Source: an optimization exercise on an open RTL-to-GDS flow (aim: small area, a short achievable clock period and few clock cycles per item). Production flows keep margins and buffers that such runs may drop.
Function was checked by simulation only, so behaviour that the tests miss may differ from the original.
Power and IR drop assume default switching activity.

==> flow/design.v <==
module hanoivm_fsm(
    input clk,
    input rst,
    input [7:0] opcode_in,
    input [80:0] operand_in,
    input valid,
    output ready,
    output [80:0] result_out,
    output reg done
);
    localparam D = 15;
    reg [80:0] s [0:D-1];
    reg [80:0] last_top;
    reg [3:0]  sp;
    reg        sel_top;    
    reg        sel_last;   
    assign ready = 1'b1;
    wire is_push = valid && opcode_in == 8'h01;
    wire is_pop  = valid && opcode_in == 8'h02 && sp != 4'd0;
    wire is_add  = valid && opcode_in == 8'h03 && sp[3:1] != 3'd0;
    wire down    = is_pop || is_add;
    wire [80:0] sum = s[0] + s[1];
    always @(posedge clk or posedge rst) begin
        if (rst) begin
            sp <= 4'd0;
            done <= 1'b0;
        end else begin
            done <= valid;
            if (is_push)
                sp <= sp + 4'd1;
            else if (down)
                sp <= sp - 4'd1;
        end
    end
    always @(posedge clk) begin
        sel_top  <= is_push || is_add;
        sel_last <= is_pop;
        last_top <= s[0];
    end
    always @(posedge clk) begin
        if (is_push)
            s[0] <= operand_in;
        else if (is_add)
            s[0] <= sum;
        else if (is_pop)
            s[0] <= s[1];
    end
    genvar i;
    generate
        for (i = 1; i < D; i = i + 1) begin : g_shift
            always @(posedge clk) begin
                if (is_push)
                    s[i] <= s[i-1];
                else if (down && i < D-1)
                    s[i] <= s[(i < D-1) ? i+1 : i];
            end
        end
    endgenerate
    assign result_out = ({81{sel_top}} & s[0]) | ({81{sel_last}} & last_top);
endmodule
==> flow/run.sh <==
#!/bin/bash
# synth_recipe.tcl (not shown) runs the flow's synth.tcl, then flattens the netlist and writes it again
# the make line also repeats each setting of config.mk as NAME=value (left out here)
make -C /OpenROAD-flow-scripts/flow DESIGN_CONFIG=/design/flow/config.mk WORK_HOME=/design/flow/orfs CLKGATE_MAP_FILE= SYNTH_SCRIPT=/design/flow/synth_recipe.tcl finish
==> flow/config.mk <==
export PLATFORM = sky130hd
export DESIGN_NAME = hanoivm_fsm
export DESIGN_NICKNAME = hanoivm_fsm
export VERILOG_FILES = /design/flow/design.v
export SDC_FILE = /design/flow/constraint.sdc
export NUM_CORES = 4
export LEC_CHECK = 0
export CAP_MARGIN = 20
export CORE_MARGIN = 2
export CORE_UTILIZATION = 30
export PLACE_DENSITY = 0.5
export SLEW_MARGIN = 20
==> flow/constraint.sdc <==
create_clock -name core_clock -period 9.0 [get_ports {clk}]
set_input_delay 1.8000 -clock core_clock [delete_from_list [all_inputs] [get_ports {clk}]]
set_output_delay 1.8000 -clock core_clock [all_outputs]
set_load 0.01 [all_outputs]
==> out/results.md, run 1 <==
| Result | This run |
| --- | --- |
| Type of element launching the critical path | input pin |
| Number of synthesized flops with an enable pin | 1215 |
| Cts-stage hold buffer count | 0 |
| Detailed-router iteration count before antenna repair | 6 |
| Min cycle time layout | 6.48 ns |
| Pwr Density | 185 nW/um^2 |
| Maximum number of pins on one net before global-route repair | 229 |
| Total net switching power | 2.56 mW |
| Die Y | 443 um |
| Number of setup buffers added after CTS | 0 |
| Setup repair after global routing missed its margin | false |
| Kind of path behind the tightest hold check | register to register |
| Average vias per placed instance | 4.68 |
| Period utilisation layout | 72.0% |
| Critical path endpoint category | register |
| FF-to-FF setup slack | 3.98 ns |
| Proportion of register bits with asynchronous set or reset after synthesis | 0.384% |
| H-tree depth | 4 |
| Cell depth of the worst hold path | 0 |
| Launching element of the worst setup path | opcode_in[6] |
| Non-filler instance count after layout | 8435 |
| Post-DP HPWL | 84.9 mm |
| Global routing usage summed across all routing layers | 13.7% |
| Prevailing post-synth register cell | edfxtp_1 |
| Number of buffers added by the clock tree synthesis step | 143 |
| Portion of synthesized cell area occupied by the leading cell type | 63.0% |
| Crit path max fanout | 166 |
| Sequential group share of total power | 53.1% |
| Total Negative Setup Slacks | 0 ns |
| CP required | 9.39 ns |
| Transition time at the pin with the least slew margin | 1.28 ns |
| Port Buf Inserts | 173 |
| R2R depth | 12 |
| Synth cell types | 73 |
| Terminus of the critical flop-to-flop path | s[0][49] |
| Floorplan die width | 443 um |
| Slew Limit Headroom | 14.7% |
| Clk Latency, worst-skew pair | 0.79 ns |
| Number of failing setup endpoints in the final timing report | 0 |
| Number of antenna violations at the first check in global routing | 3 |
| Number of max-slew violations in the final report | 0 |
| Fraction of the yosys area taken by sequential cells | 66.1% |
| Routed WL | 137 mm |
| Area contributors post-synth | edfxtp_1, nand2_1, dfxtp_1, clkbuf_1, ha_1 |
| Post-synthesis register bit count | 1303 |
| Ratio of cells with drive above 1 in the final layout | 4.71% |
| End point of the most critical hold path | last_top[0] |
| Clock Path Buffers | 3 |
| Fraction of power spent switching nets | 20.8% |
| CORE AREA | 192000 sq um |
| Root buffer cell | clkbuf_16 |
| Final hold violations | 0 |
| Startpoint of the lowest-slack register-to-register path | s[0][4] |
| Gate count of the mapped netlist | 5742 |
| Post-Syn Nets | 5918 |
| Final RePlAce weighted congestion | 0.878 |
| Floorplan die area | 197000 sq um |
| Achievable frequency | 154 MHz |
| Share of total power in combinational logic | 0.9% |
| Antenna-violating nets left | 0 |
| Crit path DAT | 6.87 ns |
| Instance count after placement with tap cells included | 8175 |
| Leak pwr | 26.4 nW |
| Pint | 9.78 mW |
| Drc violations | 0 |
| Number of max-cap violations | 0 |
| Status | timing/DRC/antenna clean |
| Clock tree from TritonCTS | done |
| I/O pin count | 175 |
| Row count | 161 |
| Vias | 39500 |
| Overflow after GRT | 0 |
| Yosys top cell by area | edfxtp_1 |
| Via count of the first global-routing pass | 38900 |
| Average cell area after synthesis | 10.1 sq um |
| Routed wire length per instance | 16.2 um |
| Starting Density | 30.1% |
| Clock share of power | 46.0% |
| Synth Cell Area | 57900 sq um |
| Worst setup path category | input pin to register |
| Clk_skew | 0.0312 ns |
| Wire length of the first global-routing pass | 218 mm |
| Drt first-iter violations | 3267 |
| Start point of the worst min-delay path | s[0][0] |
| Area Growth Syn to Fin | 15.1% |
| Worst VDD drop | 0.187 mV |
| Final Net Count | 5971 |
| Post_cts resized | 0 |
| Clock-pin slew on the worst setup and hold paths | 0.06 ns |
| Count of warnings emitted by yosys | 2 |
| Num Clock Sinks | 1303 |
flip-flops by register name (all words and copies together) (netlist names):
name      count
s          1215
sp            4
last_top     81
sel_top       1
sel_last      1
done          1
cell usage after synthesis (all sizes together) (8+ instances only):
master  instances
a221oi          8
a21oi         131
buf            22
a31oi           9
o21bai         24
xor2           37
ha             82
nand3          18
a22o           81
a21o           40
nand4          26
clkbuf        290
dfxtp          83
inv            29
nor3           21
nand2        3242
xnor2          42
o22ai          29
a22oi          47
nor2           61
o21ai          99
edfxtp       1215
stage by stage:
step	total power, mW	hold WS, ns	area [sq um]	util, %	setup slack [ns]
floorplan	6.73	0.398	58000	-	-9.93
global placement	6.79	0.426	62200	32.4	1.77
detailed placement	6.79	0.431	62200	32.4	1.75
CTS	12.5	0.447	66700	34.7	2.61
global route	12.8	0.453	66700	34.7	2.28
finish	12.3	0.443	66700	34.7	2.52
cell type report:
type                    instances  area [sq um]
fillers                     19500        125000
flip-flops and latches       1303         38300
multi-input cells            4098         18400
clock buffers                 180          3780
well taps                    2526          3160
repair buffers                220          2250
clock inverters                78           716
inverters                      29           123
diodes                          1          2.50
worst max path at each step:
stage / to / slack (ns) / cells past startpoint
after detailed placement: s[10][76] / 1.75 / 11
after CTS: s[3][69] / 2.61 / 11
after global placement: s[10][76] / 1.77 / 11
after global routing: s[12][76] / 2.28 / 11
final: s[11][76] / 2.52 / 11
after floorplan: s[10][0] / -9.93 / 9
kinds of logic after synthesis:
logic type / synth area share (%)
buffers and inverters: 2.27
XOR/XNOR: 1.19
other: 0.00647
AND/OR/NAND/NOR: 22.5
adder cells (fa/ha/maj): 1.84
AO/OA/AOI/OAI: 6.07
flip-flops: 66.1
multiplexers: 0.0194
power by group through the flow:
stage	sequential, mW	clock (mW)	combinational (mW)
final	6.55	5.68	0.113
after floorplan	6.68	0	0.0432
after CTS	6.55	5.87	0.115
after global placement	6.68	0	0.115
after detailed placement	6.68	0	0.115
after global routing	6.55	6.09	0.122
placed cells by master, fill, tap and decap left out, drive strengths merged, types with 7 or more instances in the layout:
| cell type | count |
|---|---|
| a21boi | 7 |
| a21o | 40 |
| a21oi | 131 |
| a221oi | 8 |
| a22o | 81 |
| a22oi | 47 |
| a31oi | 9 |
| buf | 47 |
| clkbuf | 180 |
| clkdlybuf4s50 | 173 |
| clkinv | 59 |
| dfxtp | 83 |
| edfxtp | 1215 |
| ha | 82 |
| inv | 36 |
| nand2 | 3242 |
| nand3 | 18 |
| nand4 | 26 |
| nor2 | 61 |
| nor3 | 21 |
| o21ai | 99 |
| o21bai | 24 |
| o22ai | 29 |
| o31ai | 7 |
| or4 | 7 |
| xnor2 | 42 |
| xor2 | 37 |
layer usage:
layer / GRT usage [%] / share of wire [%]
met1: 18.8 / 47
met5: 0 / 0.0088
met4: 5.14 / 3.2
met2: 21.7 / 46
met3: 2.16 / 3.5
worst max-delay path: stages:
cell and delay, ns:
clkdlybuf4s50_1 0.40, or4b_4 0.54, nor4_2 0.23, nand3b_1 0.31, inv_8 0.55, nor2_4 0.02
buf_4 0.37, inv_2 0.69, nor2_4 0.17, clkinvlp_4 0.59, buf_12 0.50
Testbench counts, summed over its fixed seeds: cycles 2,400, items 2,400.
==> run 2: changes to the inputs <==
==> flow/design.v (replaced) <==
module hanoivm_fsm(
    input clk,
    input rst,
    input [7:0] opcode_in,
    input [80:0] operand_in,
    input valid,
    output ready,
    output reg [80:0] result_out,
    output reg done
);
    localparam D = 15;
    reg [80:0] s [0:D-1];
    reg [3:0]  sp;
    reg        sp_nz;      
    reg        sp_ge2;     
    reg        v1;
    reg        op_push, op_pop, op_add;
    reg [80:0] operand_r;
    assign ready = 1'b1;
    always @(posedge clk or posedge rst) begin
        if (rst)
            v1 <= 1'b0;
        else
            v1 <= valid;
    end
    always @(posedge clk) begin
        op_push   <= opcode_in == 8'h01;
        op_pop    <= opcode_in == 8'h02;
        op_add    <= opcode_in == 8'h03;
        operand_r <= operand_in;
    end
    wire is_push = v1 && op_push;
    wire is_pop  = v1 && op_pop && sp_nz;
    wire is_add  = v1 && op_add && sp_ge2;
    wire down    = is_pop || is_add;
    wire hold    = !(is_push || down);
    wire [80:0] sum = s[0] + s[1];
    wire [3:0] sp_next = is_push ? sp + 4'd1 : down ? sp - 4'd1 : sp;
    always @(posedge clk or posedge rst) begin
        if (rst) begin
            sp <= 4'd0;
            sp_nz <= 1'b0;
            sp_ge2 <= 1'b0;
            done <= 1'b0;
        end else begin
            sp <= sp_next;
            sp_nz <= sp_next != 4'd0;
            sp_ge2 <= sp_next[3:1] != 3'd0;
            done <= v1;
        end
    end
    always @(posedge clk) begin
        result_out <= ({81{is_push}} & operand_r) | ({81{is_add}} & sum) |
                      ({81{is_pop}} & s[0]);
    end
    always @(posedge clk) begin
        s[0] <= ({81{is_push}} & operand_r) | ({81{is_add}} & sum) |
                ({81{is_pop}} & s[1]) | ({81{hold}} & s[0]);
    end
    genvar i;
    generate
        for (i = 1; i < D; i = i + 1) begin : g_shift
            always @(posedge clk) begin
                if (i < D-1)
                    s[i] <= ({81{is_push}} & s[i-1]) | ({81{down}} & s[(i < D-1) ? i+1 : i]) | ({81{hold}} & s[i]);
                else
                    s[i] <= ({81{is_push}} & s[i-1]) | ({81{!is_push}} & s[i]);
            end
        end
    endgenerate
endmodule
--- a/flow/config.mk
+++ b/flow/config.mk
@@ -9,4 +9,5 @@
 export CORE_MARGIN = 2
-export CORE_UTILIZATION = 30
-export PLACE_DENSITY = 0.5
+export CORE_UTILIZATION = 50
+export PLACE_DENSITY = 0.6
+export SETUP_SLACK_MARGIN = 5
 export SLEW_MARGIN = 20
==> out/results.md, run 2 <==
| Result | This run | Delta |
| --- | --- | --- |
| Status | timing/DRC/antenna clean | unchanged |
| Synth Cell Area | 54100 sq um | was 57900 sq um |
| Area contributors post-synth | dfxtp_1, nand2_1, a22oi_1, edfxtp_1, clkbuf_1 | was edfxtp_1, nand2_1, dfxtp_1, clkbuf_1, ha_1 |
| Global routing usage summed across all routing layers | 23.9% | was 13.7% |
| Area Growth Syn to Fin | 12.9% | was 15.1% |
| Starting Density | 50.4% | was 30.1% |
| Yosys top cell by area | dfxtp_1 | was edfxtp_1 |
| Register with the highest flop count | s | unchanged |
| Kind of path behind the tightest hold check | register to register | unchanged |
| Via count of the first global-routing pass | 37200 | was 38900 |
| Antenna-violating nets left | 0 | unchanged |
| Number of max-slew violations in the final report | 0 | unchanged |
| Clock share of power | 47.6% | was 46.0% |
| Number of synthesized flops with an enable pin | 81 | was 1215 |
| Post-Syn Nets | 6374 | was 5918 |
| Regs by FF count | s: 1134 flops, operand_r: 81 flops, result_out: 81 flops | was s: 1215 flops, last_top: 81 flops, sp: 4 flops |
| Proportion of register bits with asynchronous set or reset after synthesis | 0.576% | was 0.384% |
| Register cell area after layout | 28600 sq um | was 38300 sq um |
| Routed WL | 139 mm | was 137 mm |
| Number of buffers added by the clock tree synthesis step | 146 | was 143 |
| Pint | 9.72 mW | was 9.78 mW |
| Count of warnings emitted by yosys | 2 | unchanged |
| Most frequent cells in the layout | nand2_1, dfxtp_1, a22oi_1 | was nand2_1, edfxtp_1, clkdlybuf4s50_1 |
| Number of flip-flops under the largest register name | 1134 | was 1215 |
| Final Net Count | 6279 | was 5971 |
| Number of max-cap violations | 0 | unchanged |
| Row count | 120 | was 161 |
| Final hold violations | 0 | unchanged |
| I/O pin count | 175 | unchanged |
| Port Buf Inserts | 173 | unchanged |
| CORE AREA | 107000 sq um | was 192000 sq um |
| Leak pwr | 26.7 nW | was 26.4 nW |
| Ratio of cells with drive above 1 in the final layout | 4.34% | was 4.71% |
| Num Clock Sinks | 1388 | was 1303 |
| Average vias per placed instance | 5.68 | was 4.68 |
| Fraction of power spent switching nets | 21.1% | was 20.8% |
| Maximum number of pins on one net before global-route repair | 255 | was 229 |
| Period utilisation layout | 42.9% | was 72.0% |
| Most used standard cells in the synthesized netlist | nand2_1, dfxtp_1, a22oi_1 | was nand2_1, edfxtp_1, clkbuf_1 |
| Cell depth of the worst hold path | 2 | was 0 |
| Non-filler instance count after layout | 7622 | was 8435 |
| Clk_skew | 0.0259 ns | was 0.0312 ns |
| Sequential group share of total power | 51.2% | was 53.1% |
| Leading cell type in the layout, fill and taps excluded | nand2_1 | unchanged |
| R2R depth | 12 | unchanged |
| Startpoint of the lowest-slack register-to-register path | s[1][0] | was s[0][4] |
| Total net switching power | 2.59 mW | was 2.56 mW |
| Final RePlAce weighted congestion | 0.939 | was 0.878 |
| Clk Latency, worst-skew pair | 0.75 ns | was 0.79 ns |
| Root buffer cell | clkbuf_16 | unchanged |
| Number of antenna violations at the first check in global routing | 3 | unchanged |
| H-tree depth | 4 | unchanged |
| Type of element launching the critical path | register | was input pin |
| End point of the most critical hold path | s[13][23] | was last_top[0] |
| Critical path endpoint category | register | unchanged |
| Gate count of the mapped netlist | 6199 | was 5742 |
| Average cell area after synthesis | 8.72 sq um | was 10.1 sq um |
| Drt first-iter violations | 5008 | was 3267 |
| Vias | 43300 | was 39500 |
| Count of fill cells added during filler insertion | 9560 | was 19500 |
| Drc violations | 0 | unchanged |
| Prevailing post-synth register cell | dfxtp_1 | was edfxtp_1 |
| Floorplan die width | 333 um | was 443 um |
| Post-synthesis register bit count | 1388 | was 1303 |
| Antenna fix cells | 0 | was 1 |
| Post-DP HPWL | 89.3 mm | was 84.9 mm |
| Wire length of the first global-routing pass | 217 mm | was 218 mm |
| Die Y | 333 um | was 443 um |
| Number of failing setup endpoints in the final timing report | 0 | unchanged |
| Number of setup buffers added after CTS | 0 | unchanged |
| Most frequent cell after synthesis | nand2_1 | unchanged |
| Worst VDD drop | 0.171 mV | was 0.187 mV |
| Pwr Density | 202 nW/um^2 | was 185 nW/um^2 |
| Overflow after GRT | 0 | unchanged |
| Worst setup path category | register to register | was input pin to register |
| Portion of synthesized cell area occupied by the leading cell type | 48.1% | was 63.0% |
| Clock-pin slew on the worst setup and hold paths | 0.06 ns | about the same |
| Terminus of the critical flop-to-flop path | result_out[66] | was s[0][49] |
| Setup repair after global routing missed its margin | false | unchanged |
| FF-to-FF setup slack | 5.14 ns | was 3.98 ns |
| CP required | 9.58 ns | was 9.39 ns |
| Slew Limit Headroom | 23.6% | was 14.7% |
| Clock tree from TritonCTS | done | unchanged |
| Transition time at the pin with the least slew margin | 1.15 ns | was 1.28 ns |
| Synth cell types | 75 | was 73 |
| Floorplan die area | 111000 sq um | was 197000 sq um |
| Detailed-router iteration count before antenna repair | 8 | was 6 |
| Routed wire length per instance | 18.3 um | was 16.2 um |
| Min cycle time layout | 3.86 ns | was 6.48 ns |
| Crit path max fanout | 5 | was 166 |
| Achievable frequency | 259 MHz | was 154 MHz |
| Area used by multi-input combinational logic | 23600 sq um | was 18400 sq um |
| Instance count after placement with tap cells included | 7356 | was 8175 |
| Crit path DAT | 4.44 ns | was 6.87 ns |
| Fraction of the yosys area taken by sequential cells | 53.0% | was 66.1% |
| Clock Path Buffers | 3 | unchanged |
| Total Negative Setup Slacks | 0 ns | unchanged |
| Share of total power in combinational logic | 1.3% | was 0.9% |
==> run 2: area by class of cell <==
class / instances / area share (%)
Sequential cell: 1388 / 46.9
Multi-Input combinational cell: 4309 / 38.6
Clock buffer: 226 / 7.00
Timing Repair Buffer: 205 / 3.62
Tap cell: 1403 / 2.87
Clock inverter: 37 / 0.660
Inverter: 54 / 0.344
==> run 2: cells by family (layout without fill, tap and decap cells) <==
| family | count (synthesis) | count (layout) | synth area share [%] |
|---|---|---|---|
| compound gates | 1637 | 1637 | 22.2 |
| other cells | 1 | 1 | 0.00694 |
| flops | 1388 | 1388 | 53.0 |
| simple gates | 2511 | 2511 | 18.1 |
| xor+xnor | 71 | 71 | 1.15 |
| mux | 6 | 6 | 0.113 |
| fa+ha+maj | 83 | 83 | 1.93 |
| buf+inv | 502 | 522 | 3.51 |
==> run 2: worst max-delay path by stage <==
| stage | startpoint | endpoint | cells after the start |
|---|---|---|---|
| finish | s[1][0] | result_out[66] | 12 |
| global route | v1 | s[7][21] | 7 |
| CTS | v1 | register | 5 |
| detailed placement | v1 | register | 5 |
| global placement | v1 | register | 5 |
| floorplan | v1 | s[13][76] | 7 |
==> run 2: power groups by stage <==
stage	combinational, mW	sequential, mW	clock [mW]
finish	0.154	6.30	5.86
global route	0.168	6.30	6.25
CTS	0.153	6.30	6.02
detailed placement	0.152	6.43	0
global placement	0.151	6.43	0
floorplan	0.0890	6.40	0
==> run 2: stage by stage <==
step	utilization (%)	power, mW	hold slack, ns	cell area (sq um)	worst slack [ns]
floorplan	-	6.49	0.430	54100	5.04
global placement	52.5	6.58	0.434	56200	4.59
detailed placement	52.5	6.58	0.442	56200	4.53
CTS	56.9	12.5	0.450	60900	5.00
global route	57.0	12.7	0.466	61100	5.01
finish	57.0	12.3	0.447	61100	5.14
==> run 2: worst max-delay path: stages (launching register included) <==
cell and delay (ns):
dfxtp_1 0.41, ha_1 0.23, inv_1 0.06, fa_1 0.40, and2b_1 0.24, o31ai_2 0.13, a2111o_1 0.46, a2111oi_4 0.48
o21ai_2 0.20, o21a_1 0.29, o21bai_2 0.25, xnor2_1 0.13, a221o_1 0.40
==> run 2: repair_timing <==
item | CTS | global route
endpoints found under the setup margin | 402 | 512
gates resized for setup | 7 | 13
hold buffers | 0 | 0
gates cloned | 0 | 3
==> run 2: per-layer routing <==
metal  part of all wire [%]  up-vias  track usage (%)
met5                 0.0093        -                0
met4                    1.8        2             6.38
met3                    6.3      202             3.82
met2                     38     1091             30.1
met1                     54    20300             40.4
li1                       -    21700                -
Testbench counts of run 2, summed over its fixed seeds: cycles 2,406, items 2,400.
==> run 3: changes to the inputs <==
--- a/flow/config.mk
+++ b/flow/config.mk
@@ -9,4 +9,4 @@
 export CORE_MARGIN = 2
-export CORE_UTILIZATION = 50
-export PLACE_DENSITY = 0.6
+export CORE_UTILIZATION = 30
+export PLACE_DENSITY = 0.5
 export SETUP_SLACK_MARGIN = 5
==> out/results.md, run 3 <==
| Result | This run | Delta |
| --- | --- | --- |
| Drc violations | 0 | unchanged |
| Startpoint of the lowest-slack register-to-register path | s[0][0] | was s[1][0] |
| Wire length of the first global-routing pass | 224 mm | was 217 mm |
| Number of antenna violations at the first check in global routing | 2 | was 3 |
| Area contributors post-synth | dfxtp_1, nand2_1, a22oi_1, edfxtp_1, clkbuf_1 | unchanged |
| I/O pin count | 175 | unchanged |
| Status | timing/DRC/antenna clean | unchanged |
| Leak pwr | 26.8 nW | was 26.7 nW |
| Crit path DAT | 4.53 ns | was 4.44 ns |
| Finished Core Util | 35.0% | was 57.0% |
| Num Clock Sinks | 1388 | unchanged |
| Via count of the first global-routing pass | 38400 | was 37200 |
| Instance count after placement with tap cells included | 8308 | was 7356 |
| Detailed-router iteration count before antenna repair | 6 | was 8 |
| Final RePlAce weighted congestion | 0.870 | was 0.939 |
| Clock share of power | 49.1% | was 47.6% |
| Overflow after GRT | 0 | unchanged |
| Non-filler instance count after layout | 8587 | was 7622 |
| Clk Latency, worst-skew pair | 0.79 ns | was 0.75 ns |
| Number of buffers added by the clock tree synthesis step | 150 | was 146 |
| Starting Density | 30.2% | was 50.4% |
| Type of element launching the critical path | register | unchanged |
| Area Growth Syn to Fin | 15.7% | was 12.9% |
| Achievable frequency | 259 MHz | about the same |
| Adder-cell share of the synthesized area | 1.93% | unchanged |
| Sequential group share of total power | 49.7% | was 51.2% |
| Critical Path Slowest Stage Cell | a2111oi_4 | unchanged |
| Register cell area after layout | 28600 sq um | unchanged |
| Post-synthesis share of cell area spent on and, or, nand and nor gates | 18.1% | unchanged |
| Maximum cell stage delay along the critical path | 0.55 ns | was 0.48 ns |
| Post-Syn Nets | 6374 | unchanged |
| Transition time at the pin with the least slew margin | 1.10 ns | was 1.15 ns |
| Fraction of power spent switching nets | 21.5% | was 21.1% |
| Clk_skew | 0.0323 ns | was 0.0259 ns |
| Floorplan die width | 429 um | was 333 um |
| Fraction of the mapped netlist area in compound gates | 22.2% | unchanged |
| Pwr Density | 203 nW/um^2 | was 202 nW/um^2 |
| Cell-by-cell listing of the critical path | ha_1 > inv_1 > fa_1 > and2b_1 > o31ai_2 > a2111o_1 > a2111oi_4 > o21ai_2 > o21bai_1 > a21boi_0 > mux2i_1 > nand2_1 | was ha_1 > inv_1 > fa_1 > and2b_1 > o31ai_2 > a2111o_1 > a2111oi_4 > o21ai_2 > o21a_1 > o21bai_2 > xnor2_1 > a221o_1 |
| Combinational family with the most area after synthesis | compound AO/OA/AOI/OAI gates | unchanged |
| Cell depth of the worst hold path | 2 | unchanged |
| Routed wire length per instance | 16.5 um | was 18.3 um |
| Global routing usage summed across all routing layers | 14.7% | was 23.9% |
| Slew Limit Headroom | 26.5% | was 23.6% |
| Yosys top cell by area | dfxtp_1 | unchanged |
| Number of max-slew violations in the final report | 0 | unchanged |
| Floorplan die area | 184000 sq um | was 111000 sq um |
| Row count | 155 | was 120 |
| FF-to-FF setup slack | 5.14 ns | about the same |
| Portion of synthesized cell area occupied by the leading cell type | 48.1% | unchanged |
| Launching element of the worst setup path | s[0][0] | was s[1][0] |
| Most used standard cells in the synthesized netlist | nand2_1, dfxtp_1, a22oi_1 | unchanged |
| CP required | 9.67 ns | was 9.58 ns |
| Final Power | 12.7 mW | was 12.3 mW |
| Count of warnings emitted by yosys | 2 | unchanged |
| Number of flip-flops under the largest register name | 1134 | unchanged |
| Drt first-iter violations | 4484 | was 5008 |
| Worst VDD drop | 0.141 mV | was 0.171 mV |
| Average vias per placed instance | 5.06 | was 5.68 |
| Leading cell type in the layout, fill and taps excluded | nand2_1 | unchanged |
| Clock-pin slew on the worst setup and hold paths | 0.06 ns | about the same |
| Terminus of the critical flop-to-flop path | result_out[54] | was result_out[66] |
| XOR/XNOR Fraction of Synth Area | 1.15% | unchanged |
| Critical path endpoint category | register | unchanged |
| Antenna-violating nets left | 0 | unchanged |
| Total Negative Setup Slacks | 0 ns | unchanged |
| Setup repair after global routing missed its margin | true | was false |
| Maximum number of pins on one net before global-route repair | 243 | was 255 |
| Synth Cell Area | 54100 sq um | unchanged |
| Most frequent cell after synthesis | nand2_1 | unchanged |
| H-tree depth | 4 | unchanged |
| Number of failing setup endpoints in the final timing report | 0 | unchanged |
| Fraction of the yosys area taken by sequential cells | 53.0% | unchanged |
| Prevailing post-synth register cell | dfxtp_1 | unchanged |
| Period utilisation layout | 42.9% | about the same |
| Kind of path behind the tightest hold check | register to register | unchanged |
| Regs by FF count | s: 1134 flops, operand_r: 81 flops, result_out: 81 flops | unchanged |
| Ratio of cells with drive above 1 in the final layout | 4.69% | was 4.34% |
| Clock Path Buffers | 3 | unchanged |
| Number of synthesized flops with an enable pin | 81 | unchanged |
| Synth cell types | 75 | unchanged |
| Clock tree from TritonCTS | done | unchanged |
| Area used by multi-input combinational logic | 23600 sq um | about the same |
| Die Y | 429 um | was 333 um |
| Post-DP HPWL | 89.5 mm | was 89.3 mm |
| Share of total power in combinational logic | 1.2% | was 1.3% |
| Most frequent cells in the layout | nand2_1, dfxtp_1, a22oi_1 | unchanged |
| Root buffer cell | clkbuf_16 | unchanged |
| Routed WL | 142 mm | was 139 mm |
| Proportion of register bits with asynchronous set or reset after synthesis | 0.576% | unchanged |
| Fraction of synthesized area in multiplexers | 0.113% | unchanged |
| Vias | 43500 | was 43300 |
| Pint | 9.94 mW | was 9.72 mW |
| Total net switching power | 2.73 mW | was 2.59 mW |
| Port Buf Inserts | 173 | unchanged |
| Average cell area after synthesis | 8.72 sq um | unchanged |
| Final Net Count | 6281 | was 6279 |
| Gate count of the mapped netlist | 6199 | unchanged |
| Final hold violations | 0 | unchanged |
| Min cycle time layout | 3.86 ns | about the same |
| Count of fill cells added during filler insertion | 18100 | was 9560 |
| Register with the highest flop count | s | unchanged |
| CORE AREA | 179000 sq um | was 107000 sq um |
| Crit path max fanout | 5 | unchanged |
| Worst setup path category | register to register | unchanged |
| Post-synthesis register bit count | 1388 | unchanged |
| Number of max-cap violations | 0 | unchanged |
| R2R depth | 12 | unchanged |
| End point of the most critical hold path | s[13][13] | was s[13][23] |
[run 3: how the worst max path moves through the flow]
stage,end,slack [ns],cells past startpoint
CTS,s[13][74],5.01,6
finish,result_out[54],5.14,12
global placement,s[1][2],4.81,6
floorplan,s[13][76],5.04,7
detailed placement,s[4][4],4.79,6
global route,result_out[7],4.86,8
[run 3: cell families after synthesis]
| group | count (synthesis) |
|---|---|
| flops | 1388 |
| simple gates | 2511 |
| other cells | 1 |
| mux | 6 |
| xor+xnor | 71 |
| buf+inv | 502 |
| fa+ha+maj | 83 |
| compound gates | 1637 |
[run 3: per-layer routing]
layer	global-route usage [%]	up-vias	part of all wire, %
li1	-	21700	-
met1	22.3	20700	52
met2	21.0	837	42
met3	2.38	215	4.0
met4	4.72	0	2.6
met5	0	-	0
[run 3: layout make-up]
class                           count  share of cell area, %
Multi-Input combinational cell   4309                   37.7
Antenna cell                        2                0.00800
Timing Repair Buffer              203                   3.47
Tap cell                         2355                   4.71
Sequential cell                  1388                   45.8
Clock buffer                      218                   6.83
Clock inverter                     58                   1.14
Inverter                           54                  0.344
[run 3: critical path: cells and delay by family, from the launching register on]
kind                     cells  cell delay, ns
AO/OA/AOI/OAI                6            2.08
AND/OR/NAND/NOR              2            0.32
buffers and inverters        1            0.06
flip-flops                   1            0.37
multiplexers                 1            0.29
adder cells (fa/ha/maj)      2            0.60
[run 3: what timing repair did]
item / CTS / global route
cloned: 0 / 1
setup endpoints to repair: 206 / 761
hold buffers: 0 / 0
gates resized for setup: 5 / 17
pin swaps: 0 / 0
buffers inserted: 0 / 0
[run 3: power by group through the flow]
| stage | clock network (mW) | registers [mW] | logic, mW |
|---|---|---|---|
| 6_report | 6.22 | 6.29 | 0.157 |
| 4_1_cts | 6.43 | 6.29 | 0.157 |
| 5_1_grt | 6.67 | 6.29 | 0.171 |
| 2_1_floorplan | 0 | 6.40 | 0.0890 |
| 3_3_place_gp | 0 | 6.43 | 0.155 |
| 3_5_place_dp | 0 | 6.43 | 0.156 |
[run 3: per-stage QoR]
stage	setup slack [ns]	instance area [sq um]	hold slack (ns)
after floorplan	5.04	54100	0.430
after global placement	4.81	57400	0.436
after detailed placement	4.79	57400	0.444
after CTS	5.01	62400	0.447
after global routing	4.86	62500	0.456
final	5.14	62500	0.442

==> port drivers added, routing unchanged <==
The flow's constraints put no driver on any port. The routed layouts listed below were extracted and timed again, unchanged, in two steps. Step 1 sets driving cells, clkbuf_16 on the clock port and buf_2 on the other inputs (assumed; they add their load-dependent delay and slew). Step 2 times the ports against the registers' clock, not the clock port: input delays grow and output delays shrink by t, the midpoint of the rising clock arrivals with the driver on. Slacks: no drivers / after step 1 / after step 2; pairs: no drivers / after step 1.
| run | t (ns) | setup slack, ns | latest minus earliest clock arrival (ns) | slew at the worst register clock pin (ns) | worst slew at a driven data input, ns |
|---|---|---|---|---|---|
| run 1 | 0.851 | 2.524 / 2.568 / 1.716 | 0.036 / 0.035 | 0.07 / 0.07 | 0.12 |
| run 2 | 0.812 | 5.143 / 5.143 / 5.143 | 0.027 / 0.027 | 0.07 / 0.07 | 0.06 |
| run 3 | 0.852 | 5.143 / 5.143 / 5.143 | 0.034 / 0.034 | 0.07 / 0.07 | 0.07 |
After both steps every run listed still meets setup and hold. The setup slack of run 1, which loses most, moves by +0.044 ns with the drivers and by -0.808 ns with both steps.
